Background: an optimization exercise with open tools, aiming at small area, a short achievable clock period and few clock cycles per item. Do not read the settings as production practice. Where RTL was checked, it was by simulation tests only, not by an equivalence proof against the original. Function not checked in run 1: the RTL went through the layout flow alone. Power is estimated from default activity; no workload was simulated.

===== flow/standard.sh =====
#!/bin/bash
# synth_recipe.tcl (not shown) runs the flow's synth.tcl, then flattens the netlist and writes it again
# the make line also repeats each setting of config.mk as NAME=value (left out here)
make -C /OpenROAD-flow-scripts/flow DESIGN_CONFIG=/design/flow/config.mk WORK_HOME=/design/flow/orfs CLKGATE_MAP_FILE= SYNTH_SCRIPT=/design/flow/synth_recipe.tcl "${@:-finish}"

===== flow/config.mk =====
export PLATFORM = sky130hd
export DESIGN_NAME = CompMul
export DESIGN_NICKNAME = CompMul
export VERILOG_FILES = /design/flow/design.v
export SDC_FILE = /design/flow/constraint.sdc
export NUM_CORES = 4
export LEC_CHECK = 0
export CAP_MARGIN = 20
export CORE_MARGIN = 2
export CORE_UTILIZATION = 40
export CTS_BUF_LIST = sky130_fd_sc_hd__clkbuf_4 sky130_fd_sc_hd__clkbuf_8
export SLEW_MARGIN = 20
export SYNTH_HIERARCHICAL = 1
export SYNTH_MINIMUM_KEEP_SIZE = 0

===== flow/flow/run.sh =====
#!/bin/bash
# Own layout flow: the standard layout (standard.sh), with two changes:
#  - the port buffers that buffer_ports inserts are of the cell named in flow/knobs
#    (PORT_BUF) instead of the default pick;
#  - repair_timing aims for the setup margin named in flow/knobs (SETUP_MARGIN).
# Each make run writes its full output to a log file in this folder; ORFS's own
# per-step logs stay under orfs/logs/.
set -euo pipefail
source flow/knobs
bash standard.sh \
  "BUFFER_PORTS_ARGS=-buffer_cell $PORT_BUF" \
  "SETUP_SLACK_MARGIN=$SETUP_MARGIN" \
  finish > make_finish.log 2>&1

===== flow/flow/knobs =====
PORT_BUF=sky130_fd_sc_hd__buf_2
SETUP_MARGIN=7.2

===== flow/constraint.sdc =====
create_clock -name core_clock -period 10.0 [get_ports {clk}]
set_input_delay 2.0000 -clock core_clock [delete_from_list [all_inputs] [get_ports {clk}]]
set_output_delay 2.0000 -clock core_clock [all_outputs]
set_load 0.01 [all_outputs]

===== flow/design.v =====
module CompMul(
	input [31:0] Multiplicand_input,
	input [31:0] Multiplier_input,
	input run,
	input rst,
	input clk,
	output ready,
	output [63:0] Product_output
	);
	reg [31:0] M;         
	reg [31:0] PL;        
	reg [31:0] S;         
	reg [31:0] C;         
	reg [7:0] LC;        
	reg CF;               
	reg iter, fin, done;
	reg [1:0] cnt;
	assign ready = done;
	assign Product_output = {S, PL};
	wire [9:0] lo_sum2 = {1'b0, PL[31:24], 1'b1} + {1'b0, LC, CF};
	wire [8:0] lo_sum = lo_sum2[9:1];
	wire lo_cout = lo_sum[8];
	wire [40:0] fin_sum2 = {S, PL[31:24], 1'b1} + {C, LC, CF};
	wire [31:0] hi_sum = fin_sum2[40:9];
	wire [7:0] fin_lo = fin_sum2[8:1];
	wire [31:0] pp0 = M & {32{PL[0]}};
	wire [31:0] pp1 = M & {32{PL[1]}};
	wire [31:0] pp2 = M & {32{PL[2]}};
	wire [31:0] pp3 = M & {32{PL[3]}};
	wire [31:0] pp4 = M & {32{PL[4]}};
	wire [31:0] pp5 = M & {32{PL[5]}};
	wire [31:0] pp6 = M & {32{PL[6]}};
	wire [31:0] pp7 = M & {32{PL[7]}};
	wire hs0, hc0;
	HA u_hs0 (.a(C[7]), .b(S[7]), .s(hs0), .co(hc0));
	wire fs0, fc0;
	FA u_fs0 (.a(C[8]), .b(S[8]), .c(pp0[8]), .s(fs0), .co(fc0));
	wire fs1, fc1;
	FA u_fs1 (.a(C[9]), .b(S[9]), .c(pp0[9]), .s(fs1), .co(fc1));
	wire fs2, fc2;
	FA u_fs2 (.a(C[10]), .b(S[10]), .c(pp0[10]), .s(fs2), .co(fc2));
	wire fs3, fc3;
	FA u_fs3 (.a(C[11]), .b(S[11]), .c(pp0[11]), .s(fs3), .co(fc3));
	wire fs4, fc4;
	FA u_fs4 (.a(C[12]), .b(S[12]), .c(pp0[12]), .s(fs4), .co(fc4));
	wire fs5, fc5;
	FA u_fs5 (.a(C[13]), .b(S[13]), .c(pp0[13]), .s(fs5), .co(fc5));
	wire fs6, fc6;
	FA u_fs6 (.a(C[14]), .b(S[14]), .c(pp0[14]), .s(fs6), .co(fc6));
	wire fs7, fc7;
	FA u_fs7 (.a(C[15]), .b(S[15]), .c(pp0[15]), .s(fs7), .co(fc7));
	wire fs8, fc8;
	FA u_fs8 (.a(C[16]), .b(S[16]), .c(pp0[16]), .s(fs8), .co(fc8));
	wire fs9, fc9;
	FA u_fs9 (.a(C[17]), .b(S[17]), .c(pp0[17]), .s(fs9), .co(fc9));
	wire fs10, fc10;
	FA u_fs10 (.a(C[18]), .b(S[18]), .c(pp0[18]), .s(fs10), .co(fc10));
	wire fs11, fc11;
	FA u_fs11 (.a(C[19]), .b(S[19]), .c(pp0[19]), .s(fs11), .co(fc11));
	wire fs12, fc12;
	FA u_fs12 (.a(C[20]), .b(S[20]), .c(pp0[20]), .s(fs12), .co(fc12));
	wire fs13, fc13;
	FA u_fs13 (.a(C[21]), .b(S[21]), .c(pp0[21]), .s(fs13), .co(fc13));
	wire fs14, fc14;
	FA u_fs14 (.a(C[22]), .b(S[22]), .c(pp0[22]), .s(fs14), .co(fc14));
	wire fs15, fc15;
	FA u_fs15 (.a(C[23]), .b(S[23]), .c(pp0[23]), .s(fs15), .co(fc15));
	wire fs16, fc16;
	FA u_fs16 (.a(C[24]), .b(S[24]), .c(pp0[24]), .s(fs16), .co(fc16));
	wire fs17, fc17;
	FA u_fs17 (.a(C[25]), .b(S[25]), .c(pp0[25]), .s(fs17), .co(fc17));
	wire fs18, fc18;
	FA u_fs18 (.a(C[26]), .b(S[26]), .c(pp0[26]), .s(fs18), .co(fc18));
	wire fs19, fc19;
	FA u_fs19 (.a(C[27]), .b(S[27]), .c(pp0[27]), .s(fs19), .co(fc19));
	wire fs20, fc20;
	FA u_fs20 (.a(C[28]), .b(S[28]), .c(pp0[28]), .s(fs20), .co(fc20));
	wire fs21, fc21;
	FA u_fs21 (.a(C[29]), .b(S[29]), .c(pp0[29]), .s(fs21), .co(fc21));
	wire fs22, fc22;
	FA u_fs22 (.a(C[30]), .b(S[30]), .c(pp0[30]), .s(fs22), .co(fc22));
	wire fs23, fc23;
	FA u_fs23 (.a(C[31]), .b(S[31]), .c(pp0[31]), .s(fs23), .co(fc23));
	wire hs1, hc1;
	HA u_hs1 (.a(C[4]), .b(S[4]), .s(hs1), .co(hc1));
	wire fs24, fc24;
	FA u_fs24 (.a(C[5]), .b(S[5]), .c(pp0[5]), .s(fs24), .co(fc24));
	wire hs2, hc2;
	HA u_hs2 (.a(pp1[4]), .b(pp2[3]), .s(hs2), .co(hc2));
	wire fs25, fc25;
	FA u_fs25 (.a(C[6]), .b(S[6]), .c(pp0[6]), .s(fs25), .co(fc25));
	wire fs26, fc26;
	FA u_fs26 (.a(pp1[5]), .b(pp2[4]), .c(pp3[3]), .s(fs26), .co(fc26));
	wire hs3, hc3;
	HA u_hs3 (.a(pp4[2]), .b(pp5[1]), .s(hs3), .co(hc3));
	wire fs27, fc27;
	FA u_fs27 (.a(hs0), .b(pp0[7]), .c(pp1[6]), .s(fs27), .co(fc27));
	wire fs28, fc28;
	FA u_fs28 (.a(pp2[5]), .b(pp3[4]), .c(pp4[3]), .s(fs28), .co(fc28));
	wire fs29, fc29;
	FA u_fs29 (.a(pp5[2]), .b(pp6[1]), .c(pp7[0]), .s(fs29), .co(fc29));
	wire fs30, fc30;
	FA u_fs30 (.a(hc0), .b(pp1[7]), .c(pp2[6]), .s(fs30), .co(fc30));
	wire fs31, fc31;
	FA u_fs31 (.a(pp3[5]), .b(pp4[4]), .c(pp5[3]), .s(fs31), .co(fc31));
	wire fs32, fc32;
	FA u_fs32 (.a(pp6[2]), .b(pp7[1]), .c(fs0), .s(fs32), .co(fc32));
	wire fs33, fc33;
	FA u_fs33 (.a(pp1[8]), .b(pp2[7]), .c(pp3[6]), .s(fs33), .co(fc33));
	wire fs34, fc34;
	FA u_fs34 (.a(pp4[5]), .b(pp5[4]), .c(pp6[3]), .s(fs34), .co(fc34));
	wire fs35, fc35;
	FA u_fs35 (.a(pp7[2]), .b(fc0), .c(fs1), .s(fs35), .co(fc35));
	wire fs36, fc36;
	FA u_fs36 (.a(pp1[9]), .b(pp2[8]), .c(pp3[7]), .s(fs36), .co(fc36));
	wire fs37, fc37;
	FA u_fs37 (.a(pp4[6]), .b(pp5[5]), .c(pp6[4]), .s(fs37), .co(fc37));
	wire fs38, fc38;
	FA u_fs38 (.a(pp7[3]), .b(fc1), .c(fs2), .s(fs38), .co(fc38));
	wire fs39, fc39;
	FA u_fs39 (.a(pp1[10]), .b(pp2[9]), .c(pp3[8]), .s(fs39), .co(fc39));
	wire fs40, fc40;
	FA u_fs40 (.a(pp4[7]), .b(pp5[6]), .c(pp6[5]), .s(fs40), .co(fc40));
	wire fs41, fc41;
	FA u_fs41 (.a(pp7[4]), .b(fc2), .c(fs3), .s(fs41), .co(fc41));
	wire fs42, fc42;
	FA u_fs42 (.a(pp1[11]), .b(pp2[10]), .c(pp3[9]), .s(fs42), .co(fc42));
	wire fs43, fc43;
	FA u_fs43 (.a(pp4[8]), .b(pp5[7]), .c(pp6[6]), .s(fs43), .co(fc43));
	wire fs44, fc44;
	FA u_fs44 (.a(pp7[5]), .b(fc3), .c(fs4), .s(fs44), .co(fc44));
	wire fs45, fc45;
	FA u_fs45 (.a(pp1[12]), .b(pp2[11]), .c(pp3[10]), .s(fs45), .co(fc45));
	wire fs46, fc46;
	FA u_fs46 (.a(pp4[9]), .b(pp5[8]), .c(pp6[7]), .s(fs46), .co(fc46));
	wire fs47, fc47;
	FA u_fs47 (.a(pp7[6]), .b(fc4), .c(fs5), .s(fs47), .co(fc47));
	wire fs48, fc48;
	FA u_fs48 (.a(pp1[13]), .b(pp2[12]), .c(pp3[11]), .s(fs48), .co(fc48));
	wire fs49, fc49;
	FA u_fs49 (.a(pp4[10]), .b(pp5[9]), .c(pp6[8]), .s(fs49), .co(fc49));
	wire fs50, fc50;
	FA u_fs50 (.a(pp7[7]), .b(fc5), .c(fs6), .s(fs50), .co(fc50));
	wire fs51, fc51;
	FA u_fs51 (.a(pp1[14]), .b(pp2[13]), .c(pp3[12]), .s(fs51), .co(fc51));
	wire fs52, fc52;
	FA u_fs52 (.a(pp4[11]), .b(pp5[10]), .c(pp6[9]), .s(fs52), .co(fc52));
	wire fs53, fc53;
	FA u_fs53 (.a(pp7[8]), .b(fc6), .c(fs7), .s(fs53), .co(fc53));
	wire fs54, fc54;
	FA u_fs54 (.a(pp1[15]), .b(pp2[14]), .c(pp3[13]), .s(fs54), .co(fc54));
	wire fs55, fc55;
	FA u_fs55 (.a(pp4[12]), .b(pp5[11]), .c(pp6[10]), .s(fs55), .co(fc55));
	wire fs56, fc56;
	FA u_fs56 (.a(pp7[9]), .b(fc7), .c(fs8), .s(fs56), .co(fc56));
	wire fs57, fc57;
	FA u_fs57 (.a(pp1[16]), .b(pp2[15]), .c(pp3[14]), .s(fs57), .co(fc57));
	wire fs58, fc58;
	FA u_fs58 (.a(pp4[13]), .b(pp5[12]), .c(pp6[11]), .s(fs58), .co(fc58));
	wire fs59, fc59;
	FA u_fs59 (.a(pp7[10]), .b(fc8), .c(fs9), .s(fs59), .co(fc59));
	wire fs60, fc60;
	FA u_fs60 (.a(pp1[17]), .b(pp2[16]), .c(pp3[15]), .s(fs60), .co(fc60));
	wire fs61, fc61;
	FA u_fs61 (.a(pp4[14]), .b(pp5[13]), .c(pp6[12]), .s(fs61), .co(fc61));
	wire fs62, fc62;
	FA u_fs62 (.a(pp7[11]), .b(fc9), .c(fs10), .s(fs62), .co(fc62));
	wire fs63, fc63;
	FA u_fs63 (.a(pp1[18]), .b(pp2[17]), .c(pp3[16]), .s(fs63), .co(fc63));
	wire fs64, fc64;
	FA u_fs64 (.a(pp4[15]), .b(pp5[14]), .c(pp6[13]), .s(fs64), .co(fc64));
	wire fs65, fc65;
	FA u_fs65 (.a(pp7[12]), .b(fc10), .c(fs11), .s(fs65), .co(fc65));
	wire fs66, fc66;
	FA u_fs66 (.a(pp1[19]), .b(pp2[18]), .c(pp3[17]), .s(fs66), .co(fc66));
	wire fs67, fc67;
	FA u_fs67 (.a(pp4[16]), .b(pp5[15]), .c(pp6[14]), .s(fs67), .co(fc67));
	wire fs68, fc68;
	FA u_fs68 (.a(pp7[13]), .b(fc11), .c(fs12), .s(fs68), .co(fc68));
	wire fs69, fc69;
	FA u_fs69 (.a(pp1[20]), .b(pp2[19]), .c(pp3[18]), .s(fs69), .co(fc69));
	wire fs70, fc70;
	FA u_fs70 (.a(pp4[17]), .b(pp5[16]), .c(pp6[15]), .s(fs70), .co(fc70));
	wire fs71, fc71;
	FA u_fs71 (.a(pp7[14]), .b(fc12), .c(fs13), .s(fs71), .co(fc71));
	wire fs72, fc72;
	FA u_fs72 (.a(pp1[21]), .b(pp2[20]), .c(pp3[19]), .s(fs72), .co(fc72));
	wire fs73, fc73;
	FA u_fs73 (.a(pp4[18]), .b(pp5[17]), .c(pp6[16]), .s(fs73), .co(fc73));
	wire fs74, fc74;
	FA u_fs74 (.a(pp7[15]), .b(fc13), .c(fs14), .s(fs74), .co(fc74));
	wire fs75, fc75;
	FA u_fs75 (.a(pp1[22]), .b(pp2[21]), .c(pp3[20]), .s(fs75), .co(fc75));
	wire fs76, fc76;
	FA u_fs76 (.a(pp4[19]), .b(pp5[18]), .c(pp6[17]), .s(fs76), .co(fc76));
	wire fs77, fc77;
	FA u_fs77 (.a(pp7[16]), .b(fc14), .c(fs15), .s(fs77), .co(fc77));
	wire fs78, fc78;
	FA u_fs78 (.a(pp1[23]), .b(pp2[22]), .c(pp3[21]), .s(fs78), .co(fc78));
	wire fs79, fc79;
	FA u_fs79 (.a(pp4[20]), .b(pp5[19]), .c(pp6[18]), .s(fs79), .co(fc79));
	wire fs80, fc80;
	FA u_fs80 (.a(pp7[17]), .b(fc15), .c(fs16), .s(fs80), .co(fc80));
	wire fs81, fc81;
	FA u_fs81 (.a(pp1[24]), .b(pp2[23]), .c(pp3[22]), .s(fs81), .co(fc81));
	wire fs82, fc82;
	FA u_fs82 (.a(pp4[21]), .b(pp5[20]), .c(pp6[19]), .s(fs82), .co(fc82));
	wire fs83, fc83;
	FA u_fs83 (.a(pp7[18]), .b(fc16), .c(fs17), .s(fs83), .co(fc83));
	wire fs84, fc84;
	FA u_fs84 (.a(pp1[25]), .b(pp2[24]), .c(pp3[23]), .s(fs84), .co(fc84));
	wire fs85, fc85;
	FA u_fs85 (.a(pp4[22]), .b(pp5[21]), .c(pp6[20]), .s(fs85), .co(fc85));
	wire fs86, fc86;
	FA u_fs86 (.a(pp7[19]), .b(fc17), .c(fs18), .s(fs86), .co(fc86));
	wire fs87, fc87;
	FA u_fs87 (.a(pp1[26]), .b(pp2[25]), .c(pp3[24]), .s(fs87), .co(fc87));
	wire fs88, fc88;
	FA u_fs88 (.a(pp4[23]), .b(pp5[22]), .c(pp6[21]), .s(fs88), .co(fc88));
	wire fs89, fc89;
	FA u_fs89 (.a(pp7[20]), .b(fc18), .c(fs19), .s(fs89), .co(fc89));
	wire fs90, fc90;
	FA u_fs90 (.a(pp1[27]), .b(pp2[26]), .c(pp3[25]), .s(fs90), .co(fc90));
	wire fs91, fc91;
	FA u_fs91 (.a(pp4[24]), .b(pp5[23]), .c(pp6[22]), .s(fs91), .co(fc91));
	wire fs92, fc92;
	FA u_fs92 (.a(pp7[21]), .b(fc19), .c(fs20), .s(fs92), .co(fc92));
	wire fs93, fc93;
	FA u_fs93 (.a(pp1[28]), .b(pp2[27]), .c(pp3[26]), .s(fs93), .co(fc93));
	wire fs94, fc94;
	FA u_fs94 (.a(pp4[25]), .b(pp5[24]), .c(pp6[23]), .s(fs94), .co(fc94));
	wire fs95, fc95;
	FA u_fs95 (.a(pp7[22]), .b(fc20), .c(fs21), .s(fs95), .co(fc95));
	wire fs96, fc96;
	FA u_fs96 (.a(pp1[29]), .b(pp2[28]), .c(pp3[27]), .s(fs96), .co(fc96));
	wire fs97, fc97;
	FA u_fs97 (.a(pp4[26]), .b(pp5[25]), .c(pp6[24]), .s(fs97), .co(fc97));
	wire fs98, fc98;
	FA u_fs98 (.a(pp7[23]), .b(fc21), .c(fs22), .s(fs98), .co(fc98));
	wire fs99, fc99;
	FA u_fs99 (.a(pp1[30]), .b(pp2[29]), .c(pp3[28]), .s(fs99), .co(fc99));
	wire fs100, fc100;
	FA u_fs100 (.a(pp4[27]), .b(pp5[26]), .c(pp6[25]), .s(fs100), .co(fc100));
	wire fs101, fc101;
	FA u_fs101 (.a(pp7[24]), .b(fc22), .c(fs23), .s(fs101), .co(fc101));
	wire fs102, fc102;
	FA u_fs102 (.a(pp1[31]), .b(pp2[30]), .c(pp3[29]), .s(fs102), .co(fc102));
	wire fs103, fc103;
	FA u_fs103 (.a(pp4[28]), .b(pp5[27]), .c(pp6[26]), .s(fs103), .co(fc103));
	wire hs4, hc4;
	HA u_hs4 (.a(pp7[25]), .b(fc23), .s(hs4), .co(hc4));
	wire fs104, fc104;
	FA u_fs104 (.a(pp2[31]), .b(pp3[30]), .c(pp4[29]), .s(fs104), .co(fc104));
	wire hs5, hc5;
	HA u_hs5 (.a(pp5[28]), .b(pp6[27]), .s(hs5), .co(hc5));
	wire hs6, hc6;
	HA u_hs6 (.a(pp3[31]), .b(pp4[30]), .s(hs6), .co(hc6));
	wire hs7, hc7;
	HA u_hs7 (.a(C[2]), .b(S[2]), .s(hs7), .co(hc7));
	wire fs105, fc105;
	FA u_fs105 (.a(C[3]), .b(S[3]), .c(pp0[3]), .s(fs105), .co(fc105));
	wire hs8, hc8;
	HA u_hs8 (.a(pp1[2]), .b(pp2[1]), .s(hs8), .co(hc8));
	wire fs106, fc106;
	FA u_fs106 (.a(hs1), .b(pp0[4]), .c(pp1[3]), .s(fs106), .co(fc106));
	wire fs107, fc107;
	FA u_fs107 (.a(pp2[2]), .b(pp3[1]), .c(pp4[0]), .s(fs107), .co(fc107));
	wire fs108, fc108;
	FA u_fs108 (.a(hc1), .b(pp3[2]), .c(pp4[1]), .s(fs108), .co(fc108));
	wire fs109, fc109;
	FA u_fs109 (.a(pp5[0]), .b(hs2), .c(fs24), .s(fs109), .co(fc109));
	wire fs110, fc110;
	FA u_fs110 (.a(pp6[0]), .b(hc2), .c(hs3), .s(fs110), .co(fc110));
	wire fs111, fc111;
	FA u_fs111 (.a(fc24), .b(fs25), .c(fs26), .s(fs111), .co(fc111));
	wire fs112, fc112;
	FA u_fs112 (.a(hc3), .b(fc25), .c(fc26), .s(fs112), .co(fc112));
	wire fs113, fc113;
	FA u_fs113 (.a(fs27), .b(fs28), .c(fs29), .s(fs113), .co(fc113));
	wire fs114, fc114;
	FA u_fs114 (.a(fc27), .b(fc28), .c(fc29), .s(fs114), .co(fc114));
	wire fs115, fc115;
	FA u_fs115 (.a(fs30), .b(fs31), .c(fs32), .s(fs115), .co(fc115));
	wire fs116, fc116;
	FA u_fs116 (.a(fc30), .b(fc31), .c(fs33), .s(fs116), .co(fc116));
	wire fs117, fc117;
	FA u_fs117 (.a(fs34), .b(fc32), .c(fs35), .s(fs117), .co(fc117));
	wire fs118, fc118;
	FA u_fs118 (.a(fc33), .b(fc34), .c(fs36), .s(fs118), .co(fc118));
	wire fs119, fc119;
	FA u_fs119 (.a(fs37), .b(fc35), .c(fs38), .s(fs119), .co(fc119));
	wire fs120, fc120;
	FA u_fs120 (.a(fc36), .b(fc37), .c(fs39), .s(fs120), .co(fc120));
	wire fs121, fc121;
	FA u_fs121 (.a(fs40), .b(fc38), .c(fs41), .s(fs121), .co(fc121));
	wire fs122, fc122;
	FA u_fs122 (.a(fc39), .b(fc40), .c(fs42), .s(fs122), .co(fc122));
	wire fs123, fc123;
	FA u_fs123 (.a(fs43), .b(fc41), .c(fs44), .s(fs123), .co(fc123));
	wire fs124, fc124;
	FA u_fs124 (.a(fc42), .b(fc43), .c(fs45), .s(fs124), .co(fc124));
	wire fs125, fc125;
	FA u_fs125 (.a(fs46), .b(fc44), .c(fs47), .s(fs125), .co(fc125));
	wire fs126, fc126;
	FA u_fs126 (.a(fc45), .b(fc46), .c(fs48), .s(fs126), .co(fc126));
	wire fs127, fc127;
	FA u_fs127 (.a(fs49), .b(fc47), .c(fs50), .s(fs127), .co(fc127));
	wire fs128, fc128;
	FA u_fs128 (.a(fc48), .b(fc49), .c(fs51), .s(fs128), .co(fc128));
	wire fs129, fc129;
	FA u_fs129 (.a(fs52), .b(fc50), .c(fs53), .s(fs129), .co(fc129));
	wire fs130, fc130;
	FA u_fs130 (.a(fc51), .b(fc52), .c(fs54), .s(fs130), .co(fc130));
	wire fs131, fc131;
	FA u_fs131 (.a(fs55), .b(fc53), .c(fs56), .s(fs131), .co(fc131));
	wire fs132, fc132;
	FA u_fs132 (.a(fc54), .b(fc55), .c(fs57), .s(fs132), .co(fc132));
	wire fs133, fc133;
	FA u_fs133 (.a(fs58), .b(fc56), .c(fs59), .s(fs133), .co(fc133));
	wire fs134, fc134;
	FA u_fs134 (.a(fc57), .b(fc58), .c(fs60), .s(fs134), .co(fc134));
	wire fs135, fc135;
	FA u_fs135 (.a(fs61), .b(fc59), .c(fs62), .s(fs135), .co(fc135));
	wire fs136, fc136;
	FA u_fs136 (.a(fc60), .b(fc61), .c(fs63), .s(fs136), .co(fc136));
	wire fs137, fc137;
	FA u_fs137 (.a(fs64), .b(fc62), .c(fs65), .s(fs137), .co(fc137));
	wire fs138, fc138;
	FA u_fs138 (.a(fc63), .b(fc64), .c(fs66), .s(fs138), .co(fc138));
	wire fs139, fc139;
	FA u_fs139 (.a(fs67), .b(fc65), .c(fs68), .s(fs139), .co(fc139));
	wire fs140, fc140;
	FA u_fs140 (.a(fc66), .b(fc67), .c(fs69), .s(fs140), .co(fc140));
	wire fs141, fc141;
	FA u_fs141 (.a(fs70), .b(fc68), .c(fs71), .s(fs141), .co(fc141));
	wire fs142, fc142;
	FA u_fs142 (.a(fc69), .b(fc70), .c(fs72), .s(fs142), .co(fc142));
	wire fs143, fc143;
	FA u_fs143 (.a(fs73), .b(fc71), .c(fs74), .s(fs143), .co(fc143));
	wire fs144, fc144;
	FA u_fs144 (.a(fc72), .b(fc73), .c(fs75), .s(fs144), .co(fc144));
	wire fs145, fc145;
	FA u_fs145 (.a(fs76), .b(fc74), .c(fs77), .s(fs145), .co(fc145));
	wire fs146, fc146;
	FA u_fs146 (.a(fc75), .b(fc76), .c(fs78), .s(fs146), .co(fc146));
	wire fs147, fc147;
	FA u_fs147 (.a(fs79), .b(fc77), .c(fs80), .s(fs147), .co(fc147));
	wire fs148, fc148;
	FA u_fs148 (.a(fc78), .b(fc79), .c(fs81), .s(fs148), .co(fc148));
	wire fs149, fc149;
	FA u_fs149 (.a(fs82), .b(fc80), .c(fs83), .s(fs149), .co(fc149));
	wire fs150, fc150;
	FA u_fs150 (.a(fc81), .b(fc82), .c(fs84), .s(fs150), .co(fc150));
	wire fs151, fc151;
	FA u_fs151 (.a(fs85), .b(fc83), .c(fs86), .s(fs151), .co(fc151));
	wire fs152, fc152;
	FA u_fs152 (.a(fc84), .b(fc85), .c(fs87), .s(fs152), .co(fc152));
	wire fs153, fc153;
	FA u_fs153 (.a(fs88), .b(fc86), .c(fs89), .s(fs153), .co(fc153));
	wire fs154, fc154;
	FA u_fs154 (.a(fc87), .b(fc88), .c(fs90), .s(fs154), .co(fc154));
	wire fs155, fc155;
	FA u_fs155 (.a(fs91), .b(fc89), .c(fs92), .s(fs155), .co(fc155));
	wire fs156, fc156;
	FA u_fs156 (.a(fc90), .b(fc91), .c(fs93), .s(fs156), .co(fc156));
	wire fs157, fc157;
	FA u_fs157 (.a(fs94), .b(fc92), .c(fs95), .s(fs157), .co(fc157));
	wire fs158, fc158;
	FA u_fs158 (.a(fc93), .b(fc94), .c(fs96), .s(fs158), .co(fc158));
	wire fs159, fc159;
	FA u_fs159 (.a(fs97), .b(fc95), .c(fs98), .s(fs159), .co(fc159));
	wire fs160, fc160;
	FA u_fs160 (.a(fc96), .b(fc97), .c(fs100), .s(fs160), .co(fc160));
	wire fs161, fc161;
	FA u_fs161 (.a(fs99), .b(fc98), .c(fs101), .s(fs161), .co(fc161));
	wire fs162, fc162;
	FA u_fs162 (.a(fc100), .b(fc99), .c(fs102), .s(fs162), .co(fc162));
	wire fs163, fc163;
	FA u_fs163 (.a(fs103), .b(hs4), .c(fc101), .s(fs163), .co(fc163));
	wire fs164, fc164;
	FA u_fs164 (.a(pp7[26]), .b(hs5), .c(fc102), .s(fs164), .co(fc164));
	wire fs165, fc165;
	FA u_fs165 (.a(fc103), .b(fs104), .c(hc4), .s(fs165), .co(fc165));
	wire fs166, fc166;
	FA u_fs166 (.a(pp5[29]), .b(pp6[28]), .c(pp7[27]), .s(fs166), .co(fc166));
	wire fs167, fc167;
	FA u_fs167 (.a(hc5), .b(hs6), .c(fc104), .s(fs167), .co(fc167));
	wire fs168, fc168;
	FA u_fs168 (.a(pp4[31]), .b(pp5[30]), .c(pp6[29]), .s(fs168), .co(fc168));
	wire hs9, hc9;
	HA u_hs9 (.a(pp7[28]), .b(hc6), .s(hs9), .co(hc9));
	wire hs10, hc10;
	HA u_hs10 (.a(pp5[31]), .b(pp6[30]), .s(hs10), .co(hc10));
	wire hs11, hc11;
	HA u_hs11 (.a(C[1]), .b(S[1]), .s(hs11), .co(hc11));
	wire fs169, fc169;
	FA u_fs169 (.a(hs7), .b(pp0[2]), .c(pp1[1]), .s(fs169), .co(fc169));
	wire fs170, fc170;
	FA u_fs170 (.a(hc7), .b(pp3[0]), .c(hs8), .s(fs170), .co(fc170));
	wire fs171, fc171;
	FA u_fs171 (.a(hc8), .b(fc105), .c(fs106), .s(fs171), .co(fc171));
	wire fs172, fc172;
	FA u_fs172 (.a(fc106), .b(fc107), .c(fs108), .s(fs172), .co(fc172));
	wire fs173, fc173;
	FA u_fs173 (.a(fc108), .b(fs110), .c(fc109), .s(fs173), .co(fc173));
	wire fs174, fc174;
	FA u_fs174 (.a(fc110), .b(fc111), .c(fs112), .s(fs174), .co(fc174));
	wire fs175, fc175;
	FA u_fs175 (.a(fc112), .b(fc113), .c(fs114), .s(fs175), .co(fc175));
	wire fs176, fc176;
	FA u_fs176 (.a(fc114), .b(fs116), .c(fc115), .s(fs176), .co(fc176));
	wire fs177, fc177;
	FA u_fs177 (.a(fc116), .b(fs118), .c(fc117), .s(fs177), .co(fc177));
	wire fs178, fc178;
	FA u_fs178 (.a(fc118), .b(fs120), .c(fc119), .s(fs178), .co(fc178));
	wire fs179, fc179;
	FA u_fs179 (.a(fc120), .b(fs122), .c(fc121), .s(fs179), .co(fc179));
	wire fs180, fc180;
	FA u_fs180 (.a(fc122), .b(fs124), .c(fc123), .s(fs180), .co(fc180));
	wire fs181, fc181;
	FA u_fs181 (.a(fc124), .b(fs126), .c(fc125), .s(fs181), .co(fc181));
	wire fs182, fc182;
	FA u_fs182 (.a(fc126), .b(fs128), .c(fc127), .s(fs182), .co(fc182));
	wire fs183, fc183;
	FA u_fs183 (.a(fc128), .b(fs130), .c(fc129), .s(fs183), .co(fc183));
	wire fs184, fc184;
	FA u_fs184 (.a(fc130), .b(fs132), .c(fc131), .s(fs184), .co(fc184));
	wire fs185, fc185;
	FA u_fs185 (.a(fc132), .b(fs134), .c(fc133), .s(fs185), .co(fc185));
	wire fs186, fc186;
	FA u_fs186 (.a(fc134), .b(fs136), .c(fc135), .s(fs186), .co(fc186));
	wire fs187, fc187;
	FA u_fs187 (.a(fc136), .b(fs138), .c(fc137), .s(fs187), .co(fc187));
	wire fs188, fc188;
	FA u_fs188 (.a(fc138), .b(fs140), .c(fc139), .s(fs188), .co(fc188));
	wire fs189, fc189;
	FA u_fs189 (.a(fc140), .b(fs142), .c(fc141), .s(fs189), .co(fc189));
	wire fs190, fc190;
	FA u_fs190 (.a(fc142), .b(fs144), .c(fc143), .s(fs190), .co(fc190));
	wire fs191, fc191;
	FA u_fs191 (.a(fc144), .b(fs146), .c(fc145), .s(fs191), .co(fc191));
	wire fs192, fc192;
	FA u_fs192 (.a(fc146), .b(fs148), .c(fc147), .s(fs192), .co(fc192));
	wire fs193, fc193;
	FA u_fs193 (.a(fc148), .b(fs150), .c(fc149), .s(fs193), .co(fc193));
	wire fs194, fc194;
	FA u_fs194 (.a(fc150), .b(fs152), .c(fc151), .s(fs194), .co(fc194));
	wire fs195, fc195;
	FA u_fs195 (.a(fc152), .b(fs154), .c(fc153), .s(fs195), .co(fc195));
	wire fs196, fc196;
	FA u_fs196 (.a(fc154), .b(fs156), .c(fc155), .s(fs196), .co(fc196));
	wire fs197, fc197;
	FA u_fs197 (.a(fc156), .b(fs158), .c(fc157), .s(fs197), .co(fc197));
	wire fs198, fc198;
	FA u_fs198 (.a(fc158), .b(fs160), .c(fc159), .s(fs198), .co(fc198));
	wire fs199, fc199;
	FA u_fs199 (.a(fc160), .b(fs162), .c(fc161), .s(fs199), .co(fc199));
	wire fs200, fc200;
	FA u_fs200 (.a(fc162), .b(fs164), .c(fs165), .s(fs200), .co(fc200));
	wire fs201, fc201;
	FA u_fs201 (.a(fs166), .b(fc164), .c(fs167), .s(fs201), .co(fc201));
	wire fs202, fc202;
	FA u_fs202 (.a(fc166), .b(fs168), .c(hs9), .s(fs202), .co(fc202));
	wire fs203, fc203;
	FA u_fs203 (.a(pp7[29]), .b(hs10), .c(fc168), .s(fs203), .co(fc203));
	wire hs12, hc12;
	HA u_hs12 (.a(pp6[31]), .b(pp7[30]), .s(hs12), .co(hc12));
	wire hs13, hc13;
	HA u_hs13 (.a(C[0]), .b(S[0]), .s(hs13), .co(hc13));
	wire fs204, fc204;
	FA u_fs204 (.a(hs11), .b(pp0[1]), .c(pp1[0]), .s(fs204), .co(fc204));
	wire fs205, fc205;
	FA u_fs205 (.a(hc11), .b(pp2[0]), .c(fs169), .s(fs205), .co(fc205));
	wire fs206, fc206;
	FA u_fs206 (.a(fc169), .b(fs105), .c(fs170), .s(fs206), .co(fc206));
	wire fs207, fc207;
	FA u_fs207 (.a(fs107), .b(fc170), .c(fs171), .s(fs207), .co(fc207));
	wire fs208, fc208;
	FA u_fs208 (.a(fc171), .b(fs109), .c(fs172), .s(fs208), .co(fc208));
	wire fs209, fc209;
	FA u_fs209 (.a(fc172), .b(fs111), .c(fs173), .s(fs209), .co(fc209));
	wire fs210, fc210;
	FA u_fs210 (.a(fs113), .b(fc173), .c(fs174), .s(fs210), .co(fc210));
	wire fs211, fc211;
	FA u_fs211 (.a(fc174), .b(fs115), .c(fs175), .s(fs211), .co(fc211));
	wire fs212, fc212;
	FA u_fs212 (.a(fc175), .b(fs117), .c(fs176), .s(fs212), .co(fc212));
	wire fs213, fc213;
	FA u_fs213 (.a(fs119), .b(fc176), .c(fs177), .s(fs213), .co(fc213));
	wire fs214, fc214;
	FA u_fs214 (.a(fs121), .b(fc177), .c(fs178), .s(fs214), .co(fc214));
	wire fs215, fc215;
	FA u_fs215 (.a(fs123), .b(fc178), .c(fs179), .s(fs215), .co(fc215));
	wire fs216, fc216;
	FA u_fs216 (.a(fs125), .b(fc179), .c(fs180), .s(fs216), .co(fc216));
	wire fs217, fc217;
	FA u_fs217 (.a(fs127), .b(fc180), .c(fs181), .s(fs217), .co(fc217));
	wire fs218, fc218;
	FA u_fs218 (.a(fs129), .b(fc181), .c(fs182), .s(fs218), .co(fc218));
	wire fs219, fc219;
	FA u_fs219 (.a(fs131), .b(fc182), .c(fs183), .s(fs219), .co(fc219));
	wire fs220, fc220;
	FA u_fs220 (.a(fs133), .b(fc183), .c(fs184), .s(fs220), .co(fc220));
	wire fs221, fc221;
	FA u_fs221 (.a(fs135), .b(fc184), .c(fs185), .s(fs221), .co(fc221));
	wire fs222, fc222;
	FA u_fs222 (.a(fs137), .b(fc185), .c(fs186), .s(fs222), .co(fc222));
	wire fs223, fc223;
	FA u_fs223 (.a(fs139), .b(fc186), .c(fs187), .s(fs223), .co(fc223));
	wire fs224, fc224;
	FA u_fs224 (.a(fs141), .b(fc187), .c(fs188), .s(fs224), .co(fc224));
	wire fs225, fc225;
	FA u_fs225 (.a(fs143), .b(fc188), .c(fs189), .s(fs225), .co(fc225));
	wire fs226, fc226;
	FA u_fs226 (.a(fs145), .b(fc189), .c(fs190), .s(fs226), .co(fc226));
	wire fs227, fc227;
	FA u_fs227 (.a(fs147), .b(fc190), .c(fs191), .s(fs227), .co(fc227));
	wire fs228, fc228;
	FA u_fs228 (.a(fs149), .b(fc191), .c(fs192), .s(fs228), .co(fc228));
	wire fs229, fc229;
	FA u_fs229 (.a(fs151), .b(fc192), .c(fs193), .s(fs229), .co(fc229));
	wire fs230, fc230;
	FA u_fs230 (.a(fs153), .b(fc193), .c(fs194), .s(fs230), .co(fc230));
	wire fs231, fc231;
	FA u_fs231 (.a(fs155), .b(fc194), .c(fs195), .s(fs231), .co(fc231));
	wire fs232, fc232;
	FA u_fs232 (.a(fs157), .b(fc195), .c(fs196), .s(fs232), .co(fc232));
	wire fs233, fc233;
	FA u_fs233 (.a(fs159), .b(fc196), .c(fs197), .s(fs233), .co(fc233));
	wire fs234, fc234;
	FA u_fs234 (.a(fs161), .b(fc197), .c(fs198), .s(fs234), .co(fc234));
	wire fs235, fc235;
	FA u_fs235 (.a(fs163), .b(fc198), .c(fs199), .s(fs235), .co(fc235));
	wire fs236, fc236;
	FA u_fs236 (.a(fc163), .b(fs200), .c(fc199), .s(fs236), .co(fc236));
	wire fs237, fc237;
	FA u_fs237 (.a(fc165), .b(fs201), .c(fc200), .s(fs237), .co(fc237));
	wire fs238, fc238;
	FA u_fs238 (.a(fc167), .b(fs202), .c(fc201), .s(fs238), .co(fc238));
	wire fs239, fc239;
	FA u_fs239 (.a(hc9), .b(fs203), .c(fc202), .s(fs239), .co(fc239));
	wire fs240, fc240;
	FA u_fs240 (.a(hc10), .b(hs12), .c(fc203), .s(fs240), .co(fc240));
	wire hs14, hc14;
	HA u_hs14 (.a(pp7[31]), .b(hc12), .s(hs14), .co(hc14));
	wire [39:0] TS = {hc14, fc240, fc239, fc238, fc237, fc236, fc235, fc234, fc233, fc232, fc231, fc230, fc229, fc228, fc227, fc226, fc225, fc224, fc223, fc222, fc221, fc220, fc219, fc218, fc217, fc216, fc215, fc214, fc213, fc212, fc211, fc210, fc209, fc208, fc207, fc206, fc205, fc204, hc13, hs13};
	wire [39:0] TC = {1'b0, hs14, fs240, fs239, fs238, fs237, fs236, fs235, fs234, fs233, fs232, fs231, fs230, fs229, fs228, fs227, fs226, fs225, fs224, fs223, fs222, fs221, fs220, fs219, fs218, fs217, fs216, fs215, fs214, fs213, fs212, fs211, fs210, fs209, fs208, fs207, fs206, fs205, fs204, pp0[0]};
	always @(posedge clk or posedge rst) begin
		if (rst) begin
			iter <= 1'b0;
			fin <= 1'b0;
			done <= 1'b0;
			cnt <= 2'd0;
			S <= 32'd0;
		end else begin
			if (iter) S <= TS[39:8];
			else S <= hi_sum;
			if (!iter && !fin && !done) begin
				if (run) iter <= 1'b1;
				cnt <= 2'd0;
			end else if (iter) begin
				cnt <= cnt + 2'd1;
				if (cnt == 2'd3) begin
					iter <= 1'b0;
					fin <= 1'b1;
				end
			end else if (fin) begin
				fin <= 1'b0;
				done <= 1'b1;
			end
		end
	end
	always @(posedge clk) begin
		M <= Multiplicand_input;
		C <= iter ? TC[39:8] : 32'd0;
		LC <= iter ? TC[7:0] : 8'd0;
		CF <= iter & lo_cout;
		if (iter) PL <= {TS[7:0], lo_sum[7:0], PL[23:8]};
		else if (fin || done) PL[31:24] <= fin_lo;
		else PL <= Multiplier_input;
	end
endmodule
module FA(input a, input b, input c, output s, output co);
	assign s = a ^ b ^ c;
	assign co = (a & b) | (a & c) | (b & c);
endmodule
module HA(input a, input b, output s, output co);
	assign s = a ^ b;
	assign co = a & b;
endmodule

==> flow_summary.html, run 1 <==
<table>
<tr><th>Metric</th><th>Value</th></tr>
<tr><th colspan="2">Detailed routing</th></tr>
<tr><td>DRC violations left</td><td>0</td></tr>
<tr><td>Final WL</td><td>38,460 µm</td></tr>
<tr><td>Number of nets with antenna violations after detailed routing</td><td>0</td></tr>
<tr><td>Uppermost routed layer</td><td>met4</td></tr>
<tr><td>Detailed-route vias per instance</td><td>5.238</td></tr>
<tr><td>DR pass1 iterations</td><td>5</td></tr>
<tr><td>Wl on met1</td><td>17,220 µm</td></tr>
<tr><td>Met3 routed wirelength</td><td>~1400 µm</td></tr>
<tr><td>Total number of vias</td><td>9,544</td></tr>
<tr><td>Detail Route met2 WL</td><td>19,380 µm</td></tr>
<tr><td>Violation count after the first detailed-route iteration</td><td>491</td></tr>
<tr><td>Average wire per standard cell</td><td>21.11 µm</td></tr>
<tr><th colspan="2">Timing</th></tr>
<tr><td>Period utilisation layout</td><td>33.86%</td></tr>
<tr><td>Min Tclk post-route</td><td>3.386 ns</td></tr>
<tr><td>Total Neg Setup Slack</td><td>0 ns</td></tr>
<tr><td>Top achievable clock speed</td><td>0.2953 GHz</td></tr>
<tr><td>Unrepaired setup endpoints after global routing</td><td>true</td></tr>
<tr><td>Pin slew with the least headroom to its limit</td><td>roughly 1.0 ns</td></tr>
<tr><td>Slew Viols, Final</td><td>0</td></tr>
<tr><td>Hold Vio Cnt, Final</td><td>0</td></tr>
<tr><td>Number of setup violations in the final report</td><td>0</td></tr>
<tr><td>Setup clock skew after layout</td><td>0.01649 ns</td></tr>
<tr><td>Relative slew slack</td><td>30.37%</td></tr>
<tr><th colspan="2">Clock tree</th></tr>
<tr><td>Num CTS Buffers</td><td>17</td></tr>
<tr><td>CTS Buffer Depth</td><td>2</td></tr>
<tr><td>Clock tree from TritonCTS</td><td>built</td></tr>
<tr><td>Root Buffer</td><td>sky130_fd_sc_hd__clkbuf_8</td></tr>
<tr><td>Clock latency on the worst-skew pair</td><td>0.48 ns</td></tr>
<tr><td>Clock slew at reported path FFs</td><td>0.10 ns</td></tr>
<tr><td>Count of H-tree levels built during CTS</td><td>4</td></tr>
<tr><td>Sinks on the clock net</td><td>141</td></tr>
<tr><th colspan="2">GRT</th></tr>
<tr><td>First-pass GRT wire length</td><td>60,270 µm</td></tr>
<tr><td>Number of global-route vias before repair</td><td>around 10,000</td></tr>
<tr><td>Pin count of the biggest net entering global routing</td><td>around 110</td></tr>
<tr><td>Remaining Overflow, GRT</td><td>0</td></tr>
<tr><td>Number of antenna violations at the first check in global routing</td><td>1</td></tr>
<tr><td>Total track usage</td><td>22.58%</td></tr>
<tr><th colspan="2">Critical path</th></tr>
<tr><td>Crit path required time</td><td>around 10 ns</td></tr>
<tr><td>WP data arrival</td><td>3.76 ns</td></tr>
<tr><td>Worst Setup End Kind</td><td>flip-flop</td></tr>
<tr><td>Worst setup path class</td><td>flip-flop to flip-flop</td></tr>
<tr><td>Nature of the critical path startpoint</td><td>flip-flop</td></tr>
<tr><td>Worst-path fanout max</td><td>17</td></tr>
<tr><td>Worst-case reg-to-reg path depth</td><td>9</td></tr>
<tr><th colspan="2">Outcome</th></tr>
<tr><td>Result of the run</td><td>complete, no violations</td></tr>
<tr><th colspan="2">Die</th></tr>
<tr><td>Full die area</td><td>0.03504 mm²</td></tr>
<tr><td>Die Y-Extent</td><td>187.2 µm</td></tr>
<tr><td>Initial standard-cell utilization of the core</td><td>between 40% and 50%</td></tr>
<tr><td>Die width</td><td>187.2 µm</td></tr>
<tr><td>Total number of placement rows</td><td>67</td></tr>
<tr><td>Core footprint</td><td>0.03328 mm²</td></tr>
<tr><td># IOs</td><td>132</td></tr>
<tr><th colspan="2">Placed design</th></tr>
<tr><td>Routability congestion estimate</td><td>0.8421</td></tr>
<tr><td>Area post-placement</td><td>0.01464 mm²</td></tr>
<tr><td>Placed wire-length estimate</td><td>27,470 µm</td></tr>
<tr><td>I/O Buffers</td><td>between 100 and 150</td></tr>
<tr><td>Inst Count DP</td><td>1,726</td></tr>
<tr><th colspan="2">Yosys</th></tr>
<tr><td>Dominant register cell in the synthesized netlist</td><td>sky130_fd_sc_hd__dfxtp_1</td></tr>
<tr><td>Number of distinct library cells after synthesis</td><td>66</td></tr>
<tr><td>Share of async-settable or async-resettable flops after synthesis</td><td>26.24%</td></tr>
<tr><td>Post-Synthesis Net Count</td><td>1,555</td></tr>
<tr><td>Cell area after synthesis</td><td>0.01342 mm²</td></tr>
<tr><td>Post-synthesis register bit count</td><td>141</td></tr>
<tr><td>Share of synthesized area occupied by flip-flops and latches</td><td>24.20%</td></tr>
<tr><td>Post-synthesis cell count</td><td>around 1,200</td></tr>
<tr><td>Total of warnings raised by yosys</td><td>7</td></tr>
<tr><td>Avg Cell Area, Syn</td><td>11.27 µm²</td></tr>
<tr><td>Count of flip-flops with a built-in enable after synthesis</td><td>24</td></tr>
<tr><th colspan="2">Power</th></tr>
<tr><td>Flop pwr share</td><td>28.3%</td></tr>
<tr><td>Design internal power</td><td>1.694 mW</td></tr>
<tr><td>Net switching power figure</td><td>roughly 1.2 mW</td></tr>
<tr><td>Switching share of total power</td><td>40.44%</td></tr>
<tr><td>Clock network fraction of design power</td><td>about a fifth</td></tr>
<tr><td>Power share of the combinational group</td><td>52.7%</td></tr>
<tr><td>Leak pwr</td><td>6.977 nW</td></tr>
<tr><td>Largest voltage drop on the vdd net</td><td>0.1049 mV</td></tr>
<tr><td>Power Density</td><td>around 170 mW/mm²</td></tr>
<tr><th colspan="2">Cells and area</th></tr>
<tr><td>Fraction of final layout cells sized beyond drive strength 1</td><td>28.82%</td></tr>
<tr><td>Antenna Cells</td><td>0</td></tr>
<tr><td>Final instance count without filler cells</td><td>approximately 1,800</td></tr>
<tr><td>Relative area change from synthesis to final layout</td><td>21.62%</td></tr>
<tr><td>Final nets</td><td>between 1,500 and 2,000</td></tr>
<tr><td>Final design utilization</td><td>49.06%</td></tr>
<tr><td>Final instance area</td><td>0.01633 mm²</td></tr>
<tr><th colspan="2">Hold path</th></tr>
<tr><td>Class of the tightest hold or removal check</td><td>flip-flop to flip-flop</td></tr>
<tr><td>Hold Crit Depth</td><td>1</td></tr>
<tr><th colspan="2">Run</th></tr>
<tr><td>Max capacitance violation total</td><td>0</td></tr>
</table>
-- worst max-delay path, stage by stage, from the launching register on --
cell and delay (ns):
sky130_fd_sc_hd__edfxtp_1 0.45, sky130_fd_sc_hd__buf_6 0.19, sky130_fd_sc_hd__and2_1 0.17, sky130_fd_sc_hd__fa_1 0.51, sky130_fd_sc_hd__fa_2 0.46, sky130_fd_sc_hd__fa_2 0.35, sky130_fd_sc_hd__fa_1 0.47, sky130_fd_sc_hd__fa_1 0.43
sky130_fd_sc_hd__o22ai_2 0.19, sky130_fd_sc_hd__nor3_2 0.05
-- Yosys cell counts, types with 3 or more instances --
| master | n | share of area (%) |
|---|---|---|
| sky130_fd_sc_hd__edfxtp_1 | 24 | 5.4 |
| sky130_fd_sc_hd__nor3_1 | 6 | 0.22 |
| sky130_fd_sc_hd__nand3_1 | 7 | 0.26 |
| sky130_fd_sc_hd__a31oi_1 | 6 | 0.28 |
| sky130_fd_sc_hd__xnor2_1 | 22 | 1.4 |
| sky130_fd_sc_hd__ha_1 | 55 | 5.1 |
| sky130_fd_sc_hd__and2_1 | 298 | 14 |
| sky130_fd_sc_hd__nand2_1 | 67 | 1.9 |
| sky130_fd_sc_hd__mux2_2 | 25 | 2.1 |
| sky130_fd_sc_hd__and3_1 | 3 | 0.14 |
| sky130_fd_sc_hd__nor2_1 | 22 | 0.62 |
| sky130_fd_sc_hd__o211ai_1 | 4 | 0.22 |
| sky130_fd_sc_hd__mux2i_1 | 8 | 0.60 |
| sky130_fd_sc_hd__a21oi_1 | 39 | 1.5 |
| sky130_fd_sc_hd__inv_1 | 14 | 0.39 |
| sky130_fd_sc_hd__o22ai_1 | 3 | 0.14 |
| sky130_fd_sc_hd__xor2_1 | 12 | 0.78 |
| sky130_fd_sc_hd__o21ai_0 | 59 | 2.2 |
| sky130_fd_sc_hd__fa_1 | 242 | 36 |
| sky130_fd_sc_hd__and4_1 | 4 | 0.26 |
| sky130_fd_sc_hd__clkbuf_1 | 49 | 1.4 |
| sky130_fd_sc_hd__a21o_1 | 16 | 0.89 |
| sky130_fd_sc_hd__o21bai_1 | 8 | 0.45 |
| sky130_fd_sc_hd__dfxtp_1 | 80 | 12 |
| sky130_fd_sc_hd__nand4_1 | 14 | 0.65 |
| sky130_fd_sc_hd__dfrtp_1 | 37 | 6.9 |
| sky130_fd_sc_hd__a211oi_1 | 9 | 0.50 |
| sky130_fd_sc_hd__nor4_1 | 4 | 0.19 |
| sky130_fd_sc_hd__nand2b_1 | 3 | 0.14 |
| sky130_fd_sc_hd__nor2b_1 | 5 | 0.23 |
-- power by group through the flow --
stage | sequential [mW] | combinational (mW) | clock (mW)
after floorplan | 0.782 | 0.872 | 0
after global placement | 0.805 | 1.28 | 0
after detailed placement | 0.805 | 1.31 | 0
after CTS | 0.801 | 1.48 | 0.553
after global routing | 0.815 | 1.70 | 0.573
final | 0.804 | 1.50 | 0.541
-- worst paths after layout --
kind                                     from            endpoint  slack, ns
max                           PL[0]$_DFFE_PP_     S[24]$_DFF_PP0_       6.61
min                        cnt[0]$_DFFE_PP0P_  cnt[0]$_DFFE_PP0P_       0.51
max reg2reg                   PL[0]$_DFFE_PP_     S[24]$_DFF_PP0_       6.61
min reg2reg                cnt[0]$_DFFE_PP0P_  cnt[0]$_DFFE_PP0P_       0.51
max in group asynchronous                 rst    iter$_DFFE_PP0P_       7.74
min in group asynchronous                 rst     fin$_DFFE_PP0P_       1.70
-- through the flow --
stage,worst slack (ns),hold WS (ns),total power [mW]
final,6.614,0.5051,2.844
after global routing,6.505,0.5382,3.084
after CTS,6.618,0.5059,2.836
after detailed placement,6.213,0.4857,2.112
after global placement,6.277,0.4765,2.085
after floorplan,6.784,0.4573,1.654
-- Yosys stat by module (local to each module, per instance) --
module | area [µm²] | times used
CompMul | 8412 | 1
FA | 20.02 | 241
HA | 12.51 | 15
-- flip-flops by register name, indices dropped and copies added (netlist names) --
register	flops
iter	1
LC	8
CF	1
PL	32
S	32
cnt	2
done	1
C	31
fin	1
M	32
-- cell type report --
cell class / instances / area, µm²
fillers: 2984 / 16950
multi-input cells: 981 / 10230
flip-flops and latches: 141 / 3293
repair buffers: 205 / 1737
well taps: 448 / 560.5
clock buffers: 17 / 234.0
clock inverters: 15 / 211.5
inverters: 15 / 60.06
-- timing repair --
action | in CTS | in global routing
hold buffers | 0 | 0
endpoints found under the setup margin | 135 | 128
pin swaps | 9 | 18
gates resized for setup | 113 | 50
setup buffers | 45 | 14
gates cloned | 4 | 1
-- placed cells by master (no fill, tap or decap), drive strengths merged, types with 14 or more instances in the layout --
cell / n
a21o: 18
a21oi: 40
and2: 298
buf: 204
clkbuf: 18
dfrtp: 37
dfxtp: 80
edfxtp: 24
fa: 242
ha: 55
inv: 18
mux2: 25
nand2: 67
nand4: 14
nor2: 22
o21ai: 61
xnor2: 22
-- kinds of logic (layout without fill, tap and decap cells) --
group / after synthesis / in the layout / share of synthesized area [%]
simple gates: 446 / 446 / 19.35
fa+ha+maj: 297 / 297 / 41.22
compound gates: 170 / 170 / 8.305
flops: 141 / 141 / 24.20
buf+inv: 69 / 252 / 1.995
xor+xnor: 34 / 34 / 2.218
mux: 33 / 33 / 2.694
other cells: 1 / 1 / 0.02793
-- metal layers --
layer	track usage, %	vias up
met5	0	-
met4	3.694	0
met3	3.283	33
met2	38.49	231
met1	31.15	4978
li1	-	4302
==> run 2, diff against run 1 <==
--- a/flow/design.v
+++ b/flow/design.v
@@ -8,5 +8,5 @@
 	output [63:0] Product_output
 	);
-	reg [31:0] M;         
+	reg [31:0] Mn;        
 	reg [31:0] PL;        
 	reg [31:0] S;         
@@ -14,4 +14,5 @@
 	reg [7:0] LC;        
 	reg CF;               
+	reg [7:0] BBn;       
 	reg iter, fin, done;
 	reg [1:0] cnt;
@@ -24,12 +25,12 @@
 	wire [31:0] hi_sum = fin_sum2[40:9];
 	wire [7:0] fin_lo = fin_sum2[8:1];
-	wire [31:0] pp0 = M & {32{PL[0]}};
-	wire [31:0] pp1 = M & {32{PL[1]}};
-	wire [31:0] pp2 = M & {32{PL[2]}};
-	wire [31:0] pp3 = M & {32{PL[3]}};
-	wire [31:0] pp4 = M & {32{PL[4]}};
-	wire [31:0] pp5 = M & {32{PL[5]}};
-	wire [31:0] pp6 = M & {32{PL[6]}};
-	wire [31:0] pp7 = M & {32{PL[7]}};
+	wire [31:0] pp0 = ~(Mn | {32{BBn[0]}});
+	wire [31:0] pp1 = ~(Mn | {32{BBn[1]}});
+	wire [31:0] pp2 = ~(Mn | {32{BBn[2]}});
+	wire [31:0] pp3 = ~(Mn | {32{BBn[3]}});
+	wire [31:0] pp4 = ~(Mn | {32{BBn[4]}});
+	wire [31:0] pp5 = ~(Mn | {32{BBn[5]}});
+	wire [31:0] pp6 = ~(Mn | {32{BBn[6]}});
+	wire [31:0] pp7 = ~(Mn | {32{BBn[7]}});
 	wire hs0, hc0;
 	HA u_hs0 (.a(C[7]), .b(S[7]), .s(hs0), .co(hc0));
@@ -572,8 +573,9 @@
 	end
 	always @(posedge clk) begin
-		M <= Multiplicand_input;
+		Mn <= ~Multiplicand_input;
 		C <= iter ? TC[39:8] : 32'd0;
 		LC <= iter ? TC[7:0] : 8'd0;
 		CF <= iter & lo_cout;
+		BBn <= (iter || fin || done) ? ~PL[15:8] : ~Multiplier_input[7:0];
 		if (iter) PL <= {TS[7:0], lo_sum[7:0], PL[23:8]};
 		else if (fin || done) PL[31:24] <= fin_lo;
@@ -585,4 +587,7 @@
 	assign co = (a & b) | (a & c) | (b & c);
 endmodule
+module INV(input a, output y);
+	assign y = ~a;
+endmodule
 module HA(input a, input b, output s, output co);
 	assign s = a ^ b;
==> flow/flow/knobs (replaced) <==
PORT_BUF=sky130_fd_sc_hd__buf_2
SETUP_MARGIN=6.8
==> run 2 against run 1 <==
  * Combinational power is 15% lower
  * Sequential share of layout area grew 3.0 points
  * Register-to-register slack gained 0.11 ns
  * Die area shrank 1.0%
  * Clock-buffer cell count did not move
  * Largest cell class unchanged
  * Highest routed layer is now met5
==> flow_summary.html, run 2 <==
<table>
<tr><th>Metric</th><th>Value</th></tr>
<tr><th colspan="2">Yosys</th></tr>
<tr><td>Post-synthesis register bit count</td><td>149 (+5.7%)</td></tr>
<tr><td>Post-Synthesis Net Count</td><td>1,639 (+5.4%)</td></tr>
<tr><td>Post-synthesis cell count</td><td>1,275 (+7.1%)</td></tr>
<tr><td>Share of synthesized area occupied by flip-flops and latches</td><td>25.66% (+1.5 points)</td></tr>
<tr><td>Area fraction of the dominant cell type after synthesis</td><td>36.47% (+0.38 points)</td></tr>
<tr><td>Most numerous cell in the Yosys netlist</td><td>sky130_fd_sc_hd__nor2_1</td></tr>
<tr><td>Cell area after synthesis</td><td>0.01328 mm² (-1.1%)</td></tr>
<tr><td>Top cells by count, synth</td><td>277 x sky130_fd_sc_hd__nor2_1, 242 x sky130_fd_sc_hd__fa_1, 88 x sky130_fd_sc_hd__dfxtp_1</td></tr>
<tr><td>Most area-hungry cell type in the Yosys netlist</td><td>sky130_fd_sc_hd__fa_1</td></tr>
<tr><td>Share of async-settable or async-resettable flops after synthesis</td><td>24.83% (-1.4 points)</td></tr>
<tr><td>Number of distinct library cells after synthesis</td><td>65 (-1.5%)</td></tr>
<tr><td>Avg Cell Area, Syn</td><td>10.42 µm² (-7.6%)</td></tr>
<tr><td>Largest cells by area after synthesis</td><td>sky130_fd_sc_hd__fa_1 36%, sky130_fd_sc_hd__dfxtp_1 13%, sky130_fd_sc_hd__nor2_1 7.8%, sky130_fd_sc_hd__dfrtp_1 7.0%, sky130_fd_sc_hd__edfxtp_1 5.4%</td></tr>
<tr><td>Count of flip-flops with a built-in enable after synthesis</td><td>24 (unchanged)</td></tr>
<tr><td>Total of warnings raised by yosys</td><td>7 (unchanged)</td></tr>
<tr><td>Dominant register cell in the synthesized netlist</td><td>sky130_fd_sc_hd__dfxtp_1</td></tr>
<tr><th colspan="2">Cells and area</th></tr>
<tr><td>Fraction of final layout cells sized beyond drive strength 1</td><td>20.41% (-8.4 points)</td></tr>
<tr><td>Relative area change from synthesis to final layout</td><td>12.65%</td></tr>
<tr><td>Leading cell type in the layout, fill and taps excluded</td><td>sky130_fd_sc_hd__nor2_1</td></tr>
<tr><td>Leading cell types in the layout, fill and taps excluded</td><td>269 x sky130_fd_sc_hd__nor2_1, 220 x sky130_fd_sc_hd__fa_1, 131 x sky130_fd_sc_hd__buf_2</td></tr>
<tr><td>Final design utilization</td><td>45.87% (-3.2 points)</td></tr>
<tr><td>Antenna Cells</td><td>0 (unchanged)</td></tr>
<tr><td>Final instance count without filler cells</td><td>1,804 (-0.99%)</td></tr>
<tr><td>Number of filler cells placed in the layout</td><td>3,071 (+2.9%)</td></tr>
<tr><td>Final nets</td><td>1,713 (-0.70%)</td></tr>
<tr><td>Registers with the most flip-flops</td><td>Mn (32), PL (32), S (32)</td></tr>
<tr><th colspan="2">Timing</th></tr>
<tr><td>Min Tclk post-route</td><td>3.279 ns (-0.1068 ns)</td></tr>
<tr><td>Worst hold slack across all endpoints</td><td>0.4902 ns (-0.01482 ns)</td></tr>
<tr><td>Period utilisation layout</td><td>32.79% (-1.1 points)</td></tr>
<tr><td>Unrepaired setup endpoints after global routing</td><td>true</td></tr>
<tr><td>Top achievable clock speed</td><td>0.3049 GHz (+3.3%)</td></tr>
<tr><td>Number of setup violations in the final report</td><td>0 (unchanged)</td></tr>
<tr><td>Pin slew with the least headroom to its limit</td><td>1.052 ns (+0.007448 ns)</td></tr>
<tr><td>Slew Viols, Final</td><td>0 (unchanged)</td></tr>
<tr><td>Hold Vio Cnt, Final</td><td>0 (unchanged)</td></tr>
<tr><td>Relative slew slack</td><td>29.61% (-0.76 points)</td></tr>
<tr><td>Setup clock skew after layout</td><td>0.02710 ns (+0.01061 ns)</td></tr>
<tr><td>Total Neg Setup Slack</td><td>0 ns (unchanged)</td></tr>
<tr><th colspan="2">Critical path</th></tr>
<tr><td>Worst-path fanout max</td><td>8 (-9)</td></tr>
<tr><td>Reg2reg start</td><td>BBn[0]$_DFF_P_</td></tr>
<tr><td>Worst-case reg-to-reg path depth</td><td>8 (-1)</td></tr>
<tr><td>Nature of the critical path startpoint</td><td>flip-flop</td></tr>
<tr><td>WP data arrival</td><td>3.65 ns (-0.11 ns)</td></tr>
<tr><td>Worst Setup End Kind</td><td>flip-flop</td></tr>
<tr><td>Launch point of the worst path</td><td>BBn[0]$_DFF_P_</td></tr>
<tr><td>Crit path required time</td><td>10.37 ns (about the same)</td></tr>
<tr><td>Worst setup path class</td><td>flip-flop to flip-flop</td></tr>
<tr><th colspan="2">Die</th></tr>
<tr><td>Die Y-Extent</td><td>186.2 µm (-0.52%)</td></tr>
<tr><td>Die width</td><td>186.2 µm (-0.52%)</td></tr>
<tr><td>Total number of placement rows</td><td>66 (-1.5%)</td></tr>
<tr><td>Initial standard-cell utilization of the core</td><td>40.72% (+0.39 points)</td></tr>
<tr><td>Full die area</td><td>0.03468 mm² (-1.0%)</td></tr>
<tr><td># IOs</td><td>132 (unchanged)</td></tr>
<tr><td>Core footprint</td><td>0.03262 mm² (-2.0%)</td></tr>
<tr><th colspan="2">Hold path</th></tr>
<tr><td>Worst hold path startpoint</td><td>PL[12]$_DFFE_PP_</td></tr>
<tr><td>Class of the tightest hold or removal check</td><td>flip-flop to flip-flop</td></tr>
<tr><td>Hold Crit Depth</td><td>1 (unchanged)</td></tr>
<tr><th colspan="2">GRT</th></tr>
<tr><td>Remaining Overflow, GRT</td><td>0 (unchanged)</td></tr>
<tr><td>Total track usage</td><td>21.78% (-0.80 points)</td></tr>
<tr><td>Pin count of the biggest net entering global routing</td><td>73 (-34%)</td></tr>
<tr><td>Number of global-route vias before repair</td><td>10,236 (-0.94%)</td></tr>
<tr><td>First-pass GRT wire length</td><td>57,020 µm (-5.4%)</td></tr>
<tr><td>Number of antenna violations at the first check in global routing</td><td>1 (unchanged)</td></tr>
<tr><th colspan="2">Clock tree</th></tr>
<tr><td>Num CTS Buffers</td><td>17 (unchanged)</td></tr>
<tr><td>Number of hold buffers added after CTS</td><td>0 (unchanged)</td></tr>
<tr><td>CTS Buffer Depth</td><td>2 (unchanged)</td></tr>
<tr><td>Clock tree from TritonCTS</td><td>built</td></tr>
<tr><td>Clock slew at reported path FFs</td><td>0.10 ns (about the same)</td></tr>
<tr><td>Sinks on the clock net</td><td>149 (+5.7%)</td></tr>
<tr><td>Root Buffer</td><td>sky130_fd_sc_hd__clkbuf_8</td></tr>
<tr><td>Count of H-tree levels built during CTS</td><td>4 (unchanged)</td></tr>
<tr><td>Clock latency on the worst-skew pair</td><td>0.49 ns (about the same)</td></tr>
<tr><th colspan="2">Detailed routing</th></tr>
<tr><td>Number of nets with antenna violations after detailed routing</td><td>0 (unchanged)</td></tr>
<tr><td>Final WL</td><td>37,820 µm (-1.7%)</td></tr>
<tr><td>Average wire per standard cell</td><td>20.96 µm (-0.67%)</td></tr>
<tr><td>Detailed-route vias per instance</td><td>5.323 (+1.6%)</td></tr>
<tr><td>DR pass1 iterations</td><td>5 (unchanged)</td></tr>
<tr><td>Violation count after the first detailed-route iteration</td><td>612 (+25%)</td></tr>
<tr><td>DRC violations left</td><td>0 (unchanged)</td></tr>
<tr><td>Total number of vias</td><td>9,603 (+0.62%)</td></tr>
<tr><th colspan="2">Outcome</th></tr>
<tr><td>Result of the run</td><td>complete, no violations</td></tr>
<tr><th colspan="2">Power</th></tr>
<tr><td>Power Density</td><td>173.2 mW/mm² (-0.59%)</td></tr>
<tr><td>Post-layout power</td><td>2.591 mW (-8.9%)</td></tr>
<tr><td>Leak pwr</td><td>6.627 nW (-5.0%)</td></tr>
<tr><td>Largest voltage drop on the vdd net</td><td>0.08473 mV (-19%)</td></tr>
<tr><th colspan="2">Placed design</th></tr>
<tr><td>Inst Count DP</td><td>1,762 (+2.1%)</td></tr>
<tr><td>I/O Buffers</td><td>131 (unchanged)</td></tr>
<tr><td>Routability congestion estimate</td><td>0.8681 (+3.1%)</td></tr>
<tr><td>Placed wire-length estimate</td><td>26,860 µm (-2.2%)</td></tr>
<tr><th colspan="2">Run</th></tr>
<tr><td>Max capacitance violation total</td><td>0 (unchanged)</td></tr>
</table>
==> run 2: cell count changes after synthesis, sizes merged <==
cell,previous run,this run
nor2,22,277
buf,5,36
and2,298,43
nor3,7,9
mux2i,8,16
inv,14,47
and3,4,3
dfxtp,80,88
clkinv,1,0
clkbuf,49,53
==> run 2: power by group <==
group / leakage, nW / internal, mW / switching (mW) / total (mW)
logic: 5.04 / 0.571 / 0.697 / 1.27
clock network: 0.204 / 0.212 / 0.287 / 0.499
registers: 1.38 / 0.692 / 0.132 / 0.824
total: 6.63 / 1.48 / 1.12 / 2.59
==> run 2: Yosys stat by module (local to each module, per instance) <==
module	flip-flops and latches	cell area [µm²]
CompMul	149	8270
FA	0	20.02
HA	0	12.51
==> run 2: final cells by class <==
cell class	instances	area (µm²)	area share (%)
timing repair buffer	144	893.4	5.970
multi-input combinational	990	9457	63.20
clock inverter	15	182.7	1.221
clock buffer	17	234.0	1.564
inverter	47	176.4	1.179
tap	442	553.0	3.696
sequential	149	3467	23.17
==> run 2: logic make-up after synthesis <==
| group | Yosys count | synth area share (%) |
|---|---|---|
| simple gates | 447 | 14.78 |
| fa+ha+maj | 297 | 41.65 |
| compound gates | 170 | 8.393 |
| flops | 149 | 25.66 |
| buf+inv | 136 | 3.919 |
| mux | 41 | 3.325 |
| xor+xnor | 34 | 2.242 |
| other cells | 1 | 0.02823 |
==> run 2: final timing paths <==
check                                        end  slack (ns)
worst max register to register  C[22]$_SDFF_PN0_        6.72
worst min register to register    BBn[4]$_DFF_P_        0.49
worst max-delay path            C[22]$_SDFF_PN0_        6.72
worst min-delay path              BBn[4]$_DFF_P_        0.49
max in group asynchronous       iter$_DFFE_PP0P_        7.63
min in group asynchronous       done$_DFFE_PP0P_        1.71
==> run 2: what timing repair did <==
| item | 4_1_cts | 5_1_grt |
|---|---|---|
| gates cloned | 1 | 1 |
| pin swaps | 0 | 2 |
| gates resized for setup | 22 | 45 |
| setup buffers | 0 | 8 |
| setup endpoints to repair | 58 | 55 |
==> run 2: routing by layer <==
| layer | GRT usage (%) | vias up | share of wire [%] |
|---|---|---|---|
| met2 | 36.65 | 335 | 48 |
| met5 | 0 | - | 0.026 |
| li1 | - | 4305 | - |
| met3 | 3.427 | 42 | 5.5 |
| met1 | 29.99 | 4919 | 45 |
| met4 | 4.472 | 2 | 1.6 |
==> run 2: stage by stage <==
step	cell area (µm²)	worst slack, ns
CTS	14680	6.739
floorplan	13280	6.815
global placement	14190	6.596
finish	14960	6.721
detailed placement	14190	6.584
global route	14960	6.667
==> run 2: critical path: stages, from the launching register on <==
cell,delay (ns)
sky130_fd_sc_hd__dfxtp_4,0.44
sky130_fd_sc_hd__buf_12,0.17
sky130_fd_sc_hd__nor2_1,0.06
sky130_fd_sc_hd__fa_1,0.55
sky130_fd_sc_hd__fa_2,0.46
sky130_fd_sc_hd__fa_2,0.35
sky130_fd_sc_hd__fa_2,0.56
sky130_fd_sc_hd__fa_2,0.42
sky130_fd_sc_hd__and2_1,0.16
Testbench counts of run 2, summed over its fixed seeds: cycles 14,400, items 2,400.

==> separate check: timing with driven ports <==
In the flow no input, the clock included, has a driving cell. The finished layouts below were timed again as built, in two steps.
Step 1 (the two cells are an assumption about what drives the block):
set clk [get_ports {clk}]
set_driving_cell -lib_cell sky130_fd_sc_hd__clkbuf_16 $clk
set_driving_cell -lib_cell sky130_fd_sc_hd__buf_2 [delete_from_list [all_inputs] $clk]
Step 2 moves the port delays by t, midway between the first and last clock arrival at a register: inputs arrive t later, outputs are due t later. That takes back most of the time a late clock gives input paths.
a / b / c = ideal ports / drivers / drivers and shift; a / b = the first two.
run | t, ns | slack for setup (ns) | worst register clock-pin slew, ns | worst data-port slew with drivers (ns) | cell pins on the clock port's net
run 1 | 0.520 | 6.614 / 6.605 / 6.614 | 0.10 / 0.10 | 0.04 | 1
run 2 | 0.520 | 6.721 / 6.721 / 6.721 | 0.12 / 0.12 | 0.06 | 1
After both steps every run listed still meets setup and hold.
